Background: an optimization exercise with open tools, aiming at small area. Do not read the settings as production practice.
For this run, only the layout was checked, not whether the RTL still works.
Power is estimated from default activity; no workload was simulated.

`flow/run.sh`:
```
#!/bin/bash
# synth_recipe.tcl (not shown) runs the flow's synth.tcl, then flattens the netlist and writes it again
# the make line also repeats each setting of config.mk as NAME=value (left out here)
make -C /OpenROAD-flow-scripts/flow DESIGN_CONFIG=/design/flow/config.mk WORK_HOME=/design/flow/orfs CLKGATE_MAP_FILE= SYNTH_SCRIPT=/design/flow/synth_recipe.tcl finish
```
`flow/config.mk`:
```
export PLATFORM = sky130hd
export DESIGN_NAME = fastinput
export DESIGN_NICKNAME = fastinput
export VERILOG_FILES = /design/flow/design.v
export SDC_FILE = /design/flow/constraint.sdc
export NUM_CORES = 4
export LEC_CHECK = 0
export CAP_MARGIN = 20
export CORE_MARGIN = 2
export CORE_UTILIZATION = 40
export PLACE_DENSITY = 0.6
export SLEW_MARGIN = 20
```
`flow/constraint.sdc`:
```
create_clock -name core_clock -period 10.0 [get_ports {clk}]
set_input_delay 2.0000 -clock core_clock [delete_from_list [all_inputs] [get_ports {clk}]]
set_output_delay 2.0000 -clock core_clock [all_outputs]
set_load 0.01 [all_outputs]
```
`flow/design.v`:
```
module rising_edge_detector (
    input clk,           
    input reset_n,       
    input input_signal,  
    output rising_edge_detected  
);
reg input_signal_d1;
reg input_signal_d2;
always @(posedge clk or negedge reset_n) begin
    if (!reset_n) begin
        input_signal_d1 <= 0;
        input_signal_d2 <= 0;
    end else begin
        input_signal_d1 <= input_signal;
        input_signal_d2 <= input_signal_d1;
    end
end
assign rising_edge_detected = ~input_signal_d2 & input_signal_d1;
endmodule
module fastinput_in (
    input rst,
    input clk,
    input [3:0]Fast,
    output reg [31:0] channel0,
    output reg [31:0] channel1,
    output reg [31:0] channel2,
    output reg [31:0] channel3
);
wire Rchannel0;
wire Rchannel1;
wire Rchannel2;
wire Rchannel3;
rising_edge_detector rising_edge_detector0 (
    .clk(clk),           
    .reset_n(rst),       
    .input_signal(Fast[0]),  
   .rising_edge_detected(Rchannel0)  
);
rising_edge_detector rising_edge_detector1 (
    .clk(clk),           
    .reset_n(rst),       
    .input_signal(Fast[1]),  
   .rising_edge_detected(Rchannel1)  
);
rising_edge_detector rising_edge_detector2 (
    .clk(clk),           
    .reset_n(rst),       
    .input_signal(Fast[2]),  
   .rising_edge_detected(Rchannel2)  
);
rising_edge_detector rising_edge_detector3 (
    .clk(clk),           
    .reset_n(rst),       
    .input_signal(Fast[3]),  
   .rising_edge_detected(Rchannel3)  
);
always @(posedge clk or negedge rst) begin
    if (!rst) begin
        channel0 <= 32'd0;
    end else if(Rchannel0) begin
        channel0 <= channel0 + 1'b1;
    end
    else begin
        channel0 <= channel0;
    end
end
always @(posedge clk or negedge rst) begin
    if (!rst) begin
        channel1 <= 32'd0;
    end else if(Rchannel1) begin
        channel1 <= channel1 + 1'b1;
    end
    else begin
        channel1 <= channel1;
    end
end
always @(posedge clk or negedge rst) begin
    if (!rst) begin
        channel2 <= 32'd0;
    end else if(Rchannel2) begin
        channel2 <= channel2 + 1'b1;
    end
    else begin
        channel2 <= channel2;
    end
end
always @(posedge clk or negedge rst) begin
    if (!rst) begin
        channel3 <= 32'd0;
    end else if(Rchannel3) begin
        channel3 <= channel3 + 1'b1;
    end
    else begin
        channel3 <= channel3;
    end
end
endmodule
module Receive2uart(
	uart_rxd,
	bps_SET,
	Clk,
	Rst,
	Data_Byte,
	Rx_Done
);
	input uart_rxd;
	input [15:0] bps_SET;
	input Clk;
	input Rst;	
	output reg [7:0]Data_Byte;
	output reg Rx_Done;
	reg s0_uart_rx,s1_uart_rx; 
	reg tmp0_uart_rx,tmp1_uart_rx; 
	reg uart_state;
	reg [2:0]r_data_byte[7:0];
	wire nedege;
	reg [2:0]START_BIT;
	reg [2:0]STOP_BIT;	
always@(posedge Clk or negedge Rst)begin
if(!Rst)begin
	s0_uart_rx <= 1'b0;
	s1_uart_rx <= 1'b0;
end
else begin
	s0_uart_rx <= uart_rxd;
	s1_uart_rx <= s0_uart_rx;
end
end
always@(posedge Clk or negedge Rst)begin
if(!Rst)begin
	tmp0_uart_rx <= 1'b0;
	tmp1_uart_rx <= 1'b0;
end
else begin
	tmp0_uart_rx <= s1_uart_rx;
	tmp1_uart_rx <= tmp0_uart_rx;
end
end
assign nedege = !tmp0_uart_rx & tmp1_uart_rx;
reg [15:0]bps_DR;
always@(posedge Clk or negedge Rst)begin
if(!Rst)
	bps_DR <= 16'd26;
else begin
	case(bps_SET)
		0:bps_DR <= 16'd324;
		1:bps_DR <= 16'd162;
		2:bps_DR <= 16'd80;
		3:bps_DR <= 16'd53;
		4:bps_DR <= 16'd26;
		default:bps_DR <= 16'd26;
	endcase	
end
end
reg [15:0]div_cnt;
reg bps_Clk;
always@(posedge Clk or negedge Rst)begin
if(!Rst)
	div_cnt <= 16'd0;
else if(uart_state)begin
	if(div_cnt == bps_DR)
		div_cnt <= 16'd0;
	else
		div_cnt <= div_cnt + 1'b1;
end	
else
		div_cnt <= 16'd0;
end
always@(posedge Clk or negedge Rst)begin
if(!Rst)
	bps_Clk <= 1'b0;
else if(div_cnt == 16'd1)begin
	bps_Clk <= 1'b1;
end	
else
	bps_Clk <= 1'b0;
end
reg [7:0]bps_cnt;
always@(posedge Clk or negedge Rst)begin
if(!Rst)
	bps_cnt <= 8'd0;
else if(bps_cnt == 8'd159 | (bps_cnt == 8'd12 && (START_BIT > 2)))	
	bps_cnt <= 8'd0;
else if(bps_Clk)
	bps_cnt <= bps_cnt + 1'b1;
else
	bps_cnt <= bps_cnt;
end
always@(posedge Clk or negedge Rst)begin
if(!Rst)
	Rx_Done <= 1'b0;
else if(bps_cnt == 8'd159)	
	Rx_Done <= 1'b1;
else
	Rx_Done <= 1'b0;
end
always@(posedge Clk or negedge Rst)begin
if(!Rst)begin
	START_BIT <= 3'd0;
	r_data_byte[0] <= 3'd0;
	r_data_byte[1] <= 3'd0;
	r_data_byte[2] <= 3'd0;
	r_data_byte[3] <= 3'd0;
	r_data_byte[4] <= 3'd0;
	r_data_byte[5] <= 3'd0;
	r_data_byte[6] <= 3'd0;
	r_data_byte[7] <= 3'd0;	
	STOP_BIT <= 3'd0;
end
else if(bps_Clk)begin
	case(bps_cnt)
		0:begin
		START_BIT <= 3'd0;
		r_data_byte[0] <= 3'd0;
		r_data_byte[1] <= 3'd0;
		r_data_byte[2] <= 3'd0;
		r_data_byte[3] <= 3'd0;
		r_data_byte[4] <= 3'd0;
		r_data_byte[5] <= 3'd0;
		r_data_byte[6] <= 3'd0;
		r_data_byte[7] <= 3'd0;	
		STOP_BIT <= 3'd0;	
		end
		6,7,8,9,10,11:START_BIT <= START_BIT + s1_uart_rx;
		22,23,24,25,26,27:r_data_byte[0] <= r_data_byte[0] + s1_uart_rx;
		38,39,40,40,42,43:r_data_byte[1] <= r_data_byte[1] + s1_uart_rx;
		54,55,56,57,58,59:r_data_byte[2] <= r_data_byte[2] + s1_uart_rx;
		70,71,72,73,74,75:r_data_byte[3] <= r_data_byte[3] + s1_uart_rx;
		86,87,88,89,90,91:r_data_byte[4] <= r_data_byte[4] + s1_uart_rx;
		102,103,104,105,106,107:r_data_byte[5] <= r_data_byte[5] + s1_uart_rx;
		118,119,120,121,122,123:r_data_byte[6] <= r_data_byte[6] + s1_uart_rx;
		134,135,136,137,138,139:r_data_byte[7] <= r_data_byte[7] + s1_uart_rx;
		150,151,152,153,154,155:STOP_BIT <= STOP_BIT + s1_uart_rx;	
		default:
			begin
				START_BIT <= START_BIT;
				r_data_byte[0] <= r_data_byte[0];
				r_data_byte[1] <= r_data_byte[1];
				r_data_byte[2] <= r_data_byte[2];
				r_data_byte[3] <= r_data_byte[3];
				r_data_byte[4] <= r_data_byte[4];
				r_data_byte[5] <= r_data_byte[5];
				r_data_byte[6] <= r_data_byte[6];
				r_data_byte[7] <= r_data_byte[7];	
				STOP_BIT <= STOP_BIT;							
			end
	endcase	
end
end
always@(posedge Clk or negedge Rst)begin
if(!Rst)
	Data_Byte <= 8'd0;
else if(bps_cnt == 8'd159)begin
	Data_Byte[0] <= r_data_byte[0][2];
	Data_Byte[1] <= r_data_byte[1][2];
	Data_Byte[2] <= r_data_byte[2][2];
	Data_Byte[3] <= r_data_byte[3][2];
	Data_Byte[4] <= r_data_byte[4][2];
	Data_Byte[5] <= r_data_byte[5][2];
	Data_Byte[6] <= r_data_byte[6][2];
	Data_Byte[7] <= r_data_byte[7][2];
end	
end
always@(posedge Clk or negedge Rst)begin
if(!Rst)
	uart_state <= 1'b0;
else if(nedege)
	uart_state <= 1'b1;	
else if(Rx_Done || (bps_cnt == 8'd12 && (START_BIT > 2)))
	uart_state <= 1'b0;	
else
	uart_state <= uart_state;	
end
endmodule
module Write2uart(
	Clk,
	Rst,
	Send_en,
	Send_Data,
	bps_SET,
	uart_txd,
	TX_Done,
	uart_state
);
input Clk;
input Rst;
input Send_en;
input [7:0] Send_Data;
output reg uart_txd;
reg bps_clk;
reg [15:0] div_cnt;
output reg uart_state;
reg [15:0] bps_DR;
input [15:0] bps_SET;
output reg TX_Done;
reg [3:0] bps_cnt;
always@(posedge Clk or negedge Rst)begin
if(!Rst)
	bps_clk	<= 1'b0;
else if(div_cnt==16'd1)
	bps_clk	<= 1'b1;	
else
	bps_clk	<= 1'b0;
end
always@(posedge Clk or negedge Rst)begin
if(!Rst)
 uart_state <= 1'b0;
else if(Send_en)
 uart_state <= 1'b1;
else if(bps_cnt == 4'd11)
 uart_state <= 1'b0; 
else
 uart_state <= uart_state;
end
always@(posedge Clk or negedge Rst)begin
if(!Rst)
	bps_cnt <= 0;
else if(bps_cnt==4'd11)
	bps_cnt <= 0;
else if(bps_clk)
	bps_cnt <= bps_cnt + 1'b1;		
else
	bps_cnt <= bps_cnt;	
end
always@(posedge Clk or negedge Rst)begin
if(!Rst)
	div_cnt <= 16'd0;
else if(uart_state)begin
	if(div_cnt == bps_DR)
		div_cnt <= 16'd0;
	else
		div_cnt <= div_cnt + 1'b1;
end
else
	div_cnt <= 16'd0;
end
always@(posedge Clk or negedge Rst)begin
if(!Rst)
	bps_DR <= 16'd433;	
else begin
	case(bps_SET)
	 16'd0  :bps_DR <= 16'd5207; 
	 16'd1  :bps_DR <= 16'd2603; 
	 16'd2 :bps_DR <= 16'd1301; 
	 16'd3 :bps_DR <= 16'd867; 
	 16'd4:bps_DR <= 16'd433; 
	 default:bps_DR <= 16'd433;
	endcase
end
end
always@(posedge Clk or negedge Rst)begin
if(!Rst)
 TX_Done <= 1'b0;
else if(bps_cnt == 4'd11)
 TX_Done <= 1'b1;
else
 TX_Done <= 1'b0;
end
reg [7:0] tSend_Data;
always@(posedge Clk or negedge Rst)begin
if(!Rst)
 tSend_Data <= 8'b0;
else if(Send_en)
 tSend_Data <= Send_Data;
else
 tSend_Data <= tSend_Data;
end
always@(posedge Clk or negedge Rst)begin
if(!Rst)
 uart_txd <= 1'b1;
else begin
	case(bps_cnt)
		4'd0:uart_txd  <= 1'b1;
		4'd1:uart_txd  <= 1'b0;
		4'd2:uart_txd  <= tSend_Data[0];
		4'd3:uart_txd  <= tSend_Data[1];
		4'd4:uart_txd  <= tSend_Data[2];
		4'd5:uart_txd  <= tSend_Data[3];
		4'd6:uart_txd  <= tSend_Data[4];
		4'd7:uart_txd  <= tSend_Data[5];
		4'd8:uart_txd  <= tSend_Data[6];
		4'd9:uart_txd  <= tSend_Data[7];
		4'd10:uart_txd <= 1'b1;
		default:uart_txd  <= 1'b1;
	endcase
end	
end
endmodule
module fastinput (
    input rst,
    input clk,
	input [3:0]CheckIO,
	input  receive,
    output write
);
wire [7:0] data_rx;
wire RxDone;
wire tx_done;
wire [15:0] crc_value;
wire [31:0] channel0;
wire [31:0] channel1;
wire [31:0] channel2;
wire [31:0] channel3;
wire [7:0]  data_tx;
wire [31:0] Check;
wire ReadyWrite1;
reg WriteEnable;
reg ReadyWrite0;
reg [7:0]WriteBuffer[18:0];
reg [4:0]cntSend;
reg [7:0]SendData;
assign Check = channel0 + channel1 + channel2 + channel3;
Write2uart Write2uart(
	.Clk(clk),
	.Rst(rst),
	.Send_en(WriteEnable),
	.Send_Data(SendData),
	.bps_SET(16'd4),
	.uart_txd(write),
	.TX_Done(tx_done),
	.uart_state()
);
fastinput_in fastinput_in (
    .rst(rst),
    .clk(clk),
    .Fast(CheckIO),
    .channel0(channel0),
    .channel1(channel1),
    .channel2(channel2),
    .channel3(channel3)
);
Receive2uart Receive2uart(
	.uart_rxd(receive),
	.bps_SET(16'd4),
	.Clk(clk),
	.Rst(rst),
	.Data_Byte(data_rx),
	.Rx_Done(RxDone)
);
rising_edge_detector rising_edge_detectortx (
    .clk(clk),         
    .reset_n(rst),     
    .input_signal(ReadyWrite0), 
    .rising_edge_detected(ReadyWrite1) 
);
always @(posedge clk or negedge rst) begin
	if (!rst) begin
		WriteEnable <= 1'b0;
	end
	else if (ReadyWrite1) begin
		WriteEnable <= 1'b1;
	end
	else if(cntSend == 5'd18)begin
		WriteEnable <= 1'b0;
	end
	else begin
		WriteEnable <= WriteEnable;
	end
end
always @(posedge clk or negedge rst) begin
    if (!rst) begin
        cntSend <= 5'd0;  
    end 
	else if (tx_done) begin
        cntSend <= cntSend + 1;  
    end
	else if (cntSend == 5'd18) begin
        cntSend <= 5'd0; 
    end
	else begin
		cntSend <= cntSend;
	end
end
always @(posedge clk or negedge rst) begin
    if (!rst) begin
        SendData <= 8'd0;  
    end 
	else if (tx_done) begin
        if (cntSend < 19) 
            SendData <= WriteBuffer[cntSend];
    end
	else begin
		SendData <= SendData;
	end
end
always @(posedge clk or negedge rst) begin
	if (!rst) begin
		ReadyWrite0 <= 1'b0;
	end
	else if(RxDone == 1'b1 && WriteEnable==1'b0 && data_rx == 8'h05)begin
		ReadyWrite0 <= 1'b1;
	end
	else if(tx_done == 1'b1)begin
		ReadyWrite0 <= 1'b0;
	end
	else begin
		ReadyWrite0 <= ReadyWrite0;
	end
end
always @(posedge clk or negedge rst) begin
	if (!rst) begin
		WriteBuffer[0] <=8'h06;
		WriteBuffer[1] <=8'd0;
		WriteBuffer[2] <=8'd0;
		WriteBuffer[3] <=8'd0;
		WriteBuffer[4] <=8'd0;
		WriteBuffer[5] <=8'd0;
		WriteBuffer[6] <=8'd0;
		WriteBuffer[7] <=8'd0;
		WriteBuffer[8] <=8'd0;
		WriteBuffer[9] <=8'd0;
		WriteBuffer[10]<= 8'd0;
		WriteBuffer[11]<= 8'd0;
		WriteBuffer[12]<= 8'd0;
		WriteBuffer[13]<= 8'd0;
		WriteBuffer[14]<= 8'd0;
		WriteBuffer[15]<= 8'd0;
		WriteBuffer[16]<= 8'd0;
		WriteBuffer[17]<= 8'd0;
		WriteBuffer[18]<= 8'd0;
	end
	else if(RxDone == 1'b1 && WriteEnable==1'b0 && data_rx == 8'h05)begin
		WriteBuffer[1]		<= channel0[7:0];
		WriteBuffer[2]		<= channel0[15:8];
		WriteBuffer[3]		<= channel0[23:16];
		WriteBuffer[4]		<= channel0[31:24];
		WriteBuffer[5]		<= channel1[7:0];
		WriteBuffer[6]		<= channel1[15:8];
		WriteBuffer[7]		<= channel1[23:16];
		WriteBuffer[8]		<= channel1[31:24];
		WriteBuffer[9]		<= channel2[7:0];
		WriteBuffer[10]	<= channel2[15:8];
		WriteBuffer[11]	<= channel2[23:16];
		WriteBuffer[12]	<= channel2[31:24];
		WriteBuffer[13]	<= channel3[7:0];
		WriteBuffer[14]	<= channel3[15:8];
		WriteBuffer[15]	<= channel3[23:16];
		WriteBuffer[16]	<= channel3[31:24];
		WriteBuffer[17] 	<= Check[7:0];
		WriteBuffer[18] 	<= Check[15:8];
	end
	else begin
		WriteBuffer[1] 	<= WriteBuffer[1]; 
		WriteBuffer[2]		<=	WriteBuffer[2];	
		WriteBuffer[3]		<=	WriteBuffer[3];	
		WriteBuffer[4]		<=	WriteBuffer[4];	
		WriteBuffer[5]		<=	WriteBuffer[5];	
		WriteBuffer[6]		<=	WriteBuffer[6];	
		WriteBuffer[7]		<=	WriteBuffer[7];	
		WriteBuffer[8]		<=	WriteBuffer[8];	
		WriteBuffer[9]		<=	WriteBuffer[9];	
		WriteBuffer[10]	<=	WriteBuffer[10];
		WriteBuffer[11]	<=	WriteBuffer[11];
		WriteBuffer[12]	<=	WriteBuffer[12];
		WriteBuffer[13]	<=	WriteBuffer[13];
		WriteBuffer[14]	<=	WriteBuffer[14];
		WriteBuffer[15]	<=	WriteBuffer[15];
		WriteBuffer[16]	<=	WriteBuffer[16];
		WriteBuffer[17]	<=	WriteBuffer[17];
		WriteBuffer[18]	<=	WriteBuffer[18];
	end
end
endmodule
```
==> notes.md <==
## registers in the layout, indices dropped and copies added, names as in the netlist, 3 cells and up
signal	flops
Write2uart.tSend_Data	8
fastinput_in.channel2	32
Write2uart.div_cnt	16
Receive2uart.div_cnt	16
Receive2uart.Data_Byte	8
Receive2uart.bps_cnt	8
SendData	8
fastinput_in.channel1	32
fastinput_in.channel0	32
fastinput_in.channel3	32
Receive2uart.r_data_byte	24
Write2uart.bps_cnt	4
cntSend	5
Receive2uart.START_BIT	3
WriteBuffer	144
## worst max-delay path by stage
stage                                          end  cells after the start  slack (ps)                startpoint
CTS                                          write                      1        6340       Write2uart.uart_txd
global route                    WriteBuffer[18][0]                     11        6240  fastinput_in.channel3[2]
detailed placement         Receive2uart.bps_cnt[0]                      2        6220                       rst
global placement    Receive2uart.r_data_byte[5][2]                      2        6250                       rst
floorplan                       WriteBuffer[18][0]                     11        6780  fastinput_in.channel1[2]
finish                                       write                      1        6380       Write2uart.uart_txd
## per-layer routing
layer | track usage | vias up | routed length [µm]
li1 | - | 6107 | -
met1 | 0.259 | 6430 | 21000
met2 | 0.295 | 257 | 20700
met3 | 0.0401 | 89 | 2400
met4 | 0.0779 | 0 | 1770
met5 | 0 | - | 0
## cell usage after synthesis (26+ instances only)
library cell  instances  area, µm²
dfrtp_1             394       9860
nand2_1             210        788
xnor2_1             124       1090
o21ai_0             107        536
mux2_2              104       1170
inv_1               102        383
nor2_1               99        372
nand3_1              78        390
ha_1                 55        688
xor2_1               52        455
nand4_1              43        269
clkbuf_1             40        150
fa_1                 30        601
and3_1               29        181
nor3_1               26        130
## cells by family (layout without fill, tap and decap cells)
family	after synthesis	count (layout)
xor gates and xnor gates	176	176
adders and majority gates	85	85
DFF	395	395
AOI/OAI and AO/OA	246	246
and+or+nand+nor	574	574
buffers and inverters	164	193
muxes	122	122
## layout by cell type (no fill, tap or decap), types with 44 or more instances in the layout
cell type,instances
dfrtp_1,394
nand2_1,210
xnor2_1,124
o21ai_0,107
mux2_2,104
inv_1,102
nor2_1,99
nand3_1,78
ha_1,55
xor2_1,52
clkbuf_16,44
## through the flow
stage / utilization / total power [W] / hold slack (ps) / cells
2_1_floorplan: - / 0.00228 / 331 / 1762
3_3_place_gp: 0.417 / 0.00249 / 339 / 2333
3_5_place_dp: 0.417 / 0.00250 / 343 / 2333
4_1_cts: 0.447 / 0.00408 / 356 / 2405
5_1_grt: 0.447 / 0.00425 / 358 / 2406
6_report: 0.447 / 0.00404 / 354 / 2406
## where the power goes
group / switching, W / internal [W]
combinational: 0.000422 / 0.000293
sequential: 0.0000994 / 0.00167
clock: 0.000632 / 0.000926
total: 0.00115 / 0.00288
## area by class of cell
class,count,area (µm²),share of cell area
inverter,102,383,0.0181
multi-input combinational,1203,8590,0.405
timing repair buffer,19,181,0.00856
clock buffer,66,1310,0.0620
clock inverter,6,73.8,0.00348
tap,615,769,0.0363
sequential,395,9890,0.466
==> impl_metrics.env <==
export IMPL_cts_tree="done"
export IMPL_syn_mean_instance_area_um2=10.9
export IMPL_drive_above_1_share=0.107
export IMPL_async_flop_share=1.00
export IMPL_cts_buffers=43
export IMPL_finish_instance_area_um2=21200
export IMPL_synth_warnings=7
export IMPL_hold_path_class="reg -> reg"
export IMPL_start_util=0.403
export IMPL_cap_viol_max_count=0
export IMPL_synth_seq_cells=395
export IMPL_ys_flop_type="dfrtp_1"
export IMPL_path_class="reg -> out"
export IMPL_max_clock_path_buffers=3
export IMPL_fillCellCount=4462
export IMPL_cts_setup_buffers=0
export IMPL_synth_top_family_by_area="simple AND/OR/NAND/NOR gates"
export IMPL_fin_ws_ps=6380
export IMPL_synth_cells=1762
export IMPL_wl_um=45900
export IMPL_critPathTopFamily="buffers and inverters"
export IMPL_detail_route_antenna_nets=0
export IMPL_synth_compound_area_share=0.0848
export IMPL_drv_slew=0
export IMPL_reg2reg_from="fastinput_in.channel3[2]"
export IMPL_critPathSlowestCell="clkdlybuf4s50_1"
export IMPL_hold_start="Receive2uart.s0_uart_rx"
export IMPL_drt_iter0_drc=832
export IMPL_finalSetupViolations=0
export IMPL_wire_per_inst_um=19.1
export IMPL_htreeDepth=2
export IMPL_seq_area_frac_synth=0.517
export IMPL_clkLatencyLatePin_ps=580
export IMPL_worstPathBufferInverterCount=1
export IMPL_rsz0062_at_grt="false"
export IMPL_coreArea_um2=47400
export IMPL_drc=0
export IMPL_arrival_ps=1620
export IMPL_track_usage=0.190
export IMPL_clock_sinks=395
export IMPL_dp_hpwl_um=33400
export IMPL_required_ps=8000
export IMPL_crit_path_start_kind="register"
export IMPL_r2r_slack_ps=6500
export IMPL_rows=80
export IMPL_hold_viol_final=0
export IMPL_dr_total_vias=12900
export IMPL_finalClockSkew_ps=23.7
export IMPL_root_buffer="clkbuf_16"
export IMPL_synth_xor_area_frac=0.0805
export IMPL_netlist_area_um2=19100
export IMPL_worst_path_largest_cell_delay_ps=540
export IMPL_synthSimpleGateAreaFrac=0.146
export IMPL_slew_headroom=0.251
export IMPL_status="complete, no violations"
export IMPL_total_leakage_power_nw=9.62
export IMPL_crit_path_end_kind="output port"
export IMPL_dpl_instance_area_um2=19800
export IMPL_whs_path_depth=0
export IMPL_period_share=0.362
export IMPL_worst_pin_slew_ps=1110
export IMPL_syn_to_final_growth_pct=10.8
export IMPL_synthAdderAreaFrac=0.0673
export IMPL_path_cells="clkdlybuf4s50_1"
export IMPL_grt_pass1_wl_um=72900
export IMPL_dr_pass1_iters=7
export IMPL_reg2regPathDepth=11
export IMPL_synth_edff_count=0
export IMPL_synth_cell_types=71
export IMPL_io_buffers=7
export IMPL_fmax_mhz=276
export IMPL_die_y_um=223
export IMPL_cts_hold_repair_buffers=0
export IMPL_p_per_area_nw_per_um2=190
export IMPL_cts_resized=0
export IMPL_synth_mux_area_frac=0.0706
export IMPL_chipWidth_um=223
export IMPL_die_area_um2=49600
export IMPL_period_needed_ps=3620
export IMPL_pin_count=8
export IMPL_path_max_fanout=1
export IMPL_grt_ovfl_total=0
export IMPL_peakVddDrop_mv=0.177
export IMPL_antenna_found_initial=0
export IMPL_grt_pass1_vias=12800
export IMPL_setup_tns_final_ps=0
export IMPL_clkTransAtPathRegs_ps=50
export IMPL_via_per_inst=5.35
export IMPL_dp_slack_ps=6220
export IMPL_grt_max_degree=202
export IMPL_nets=1856
export IMPL_timing_rr_end="WriteBuffer[18][0]"
export IMPL_synth_nets=1854
export IMPL_hold_end="Receive2uart.s1_uart_rx"
export IMPL_gp_congestion=0.918
export IMPL_antenna_cells=0

## afterwards: timing with drivers on the ports
The results above use ideal ports. As a check the final layout listed here was re-extracted and re-timed, cells and wires unchanged.
Step 1 sets driving cells, clkbuf_16 on the clock port and buf_2 on the other inputs (assumed; they add their load-dependent delay and slew).
Step 2 times the ports against the registers' clock, not the clock port: input delays grow and output delays shrink by t, the midpoint of the rising clock arrivals with the driver on.
a / b / c = ideal ports / drivers / drivers and shift; a / b = the first two.
shift t [ns]: 0.621
setup WS [ns]: 6.381 / 6.325 / 6.377
pins driven straight from the clock port: 1
After both steps this run still meets setup and hold. For this run, drivers alone change the setup slack by -0.056 ns; drivers and shift together by -0.004 ns. The worst setup slack also covers recovery checks on asynchronous resets.
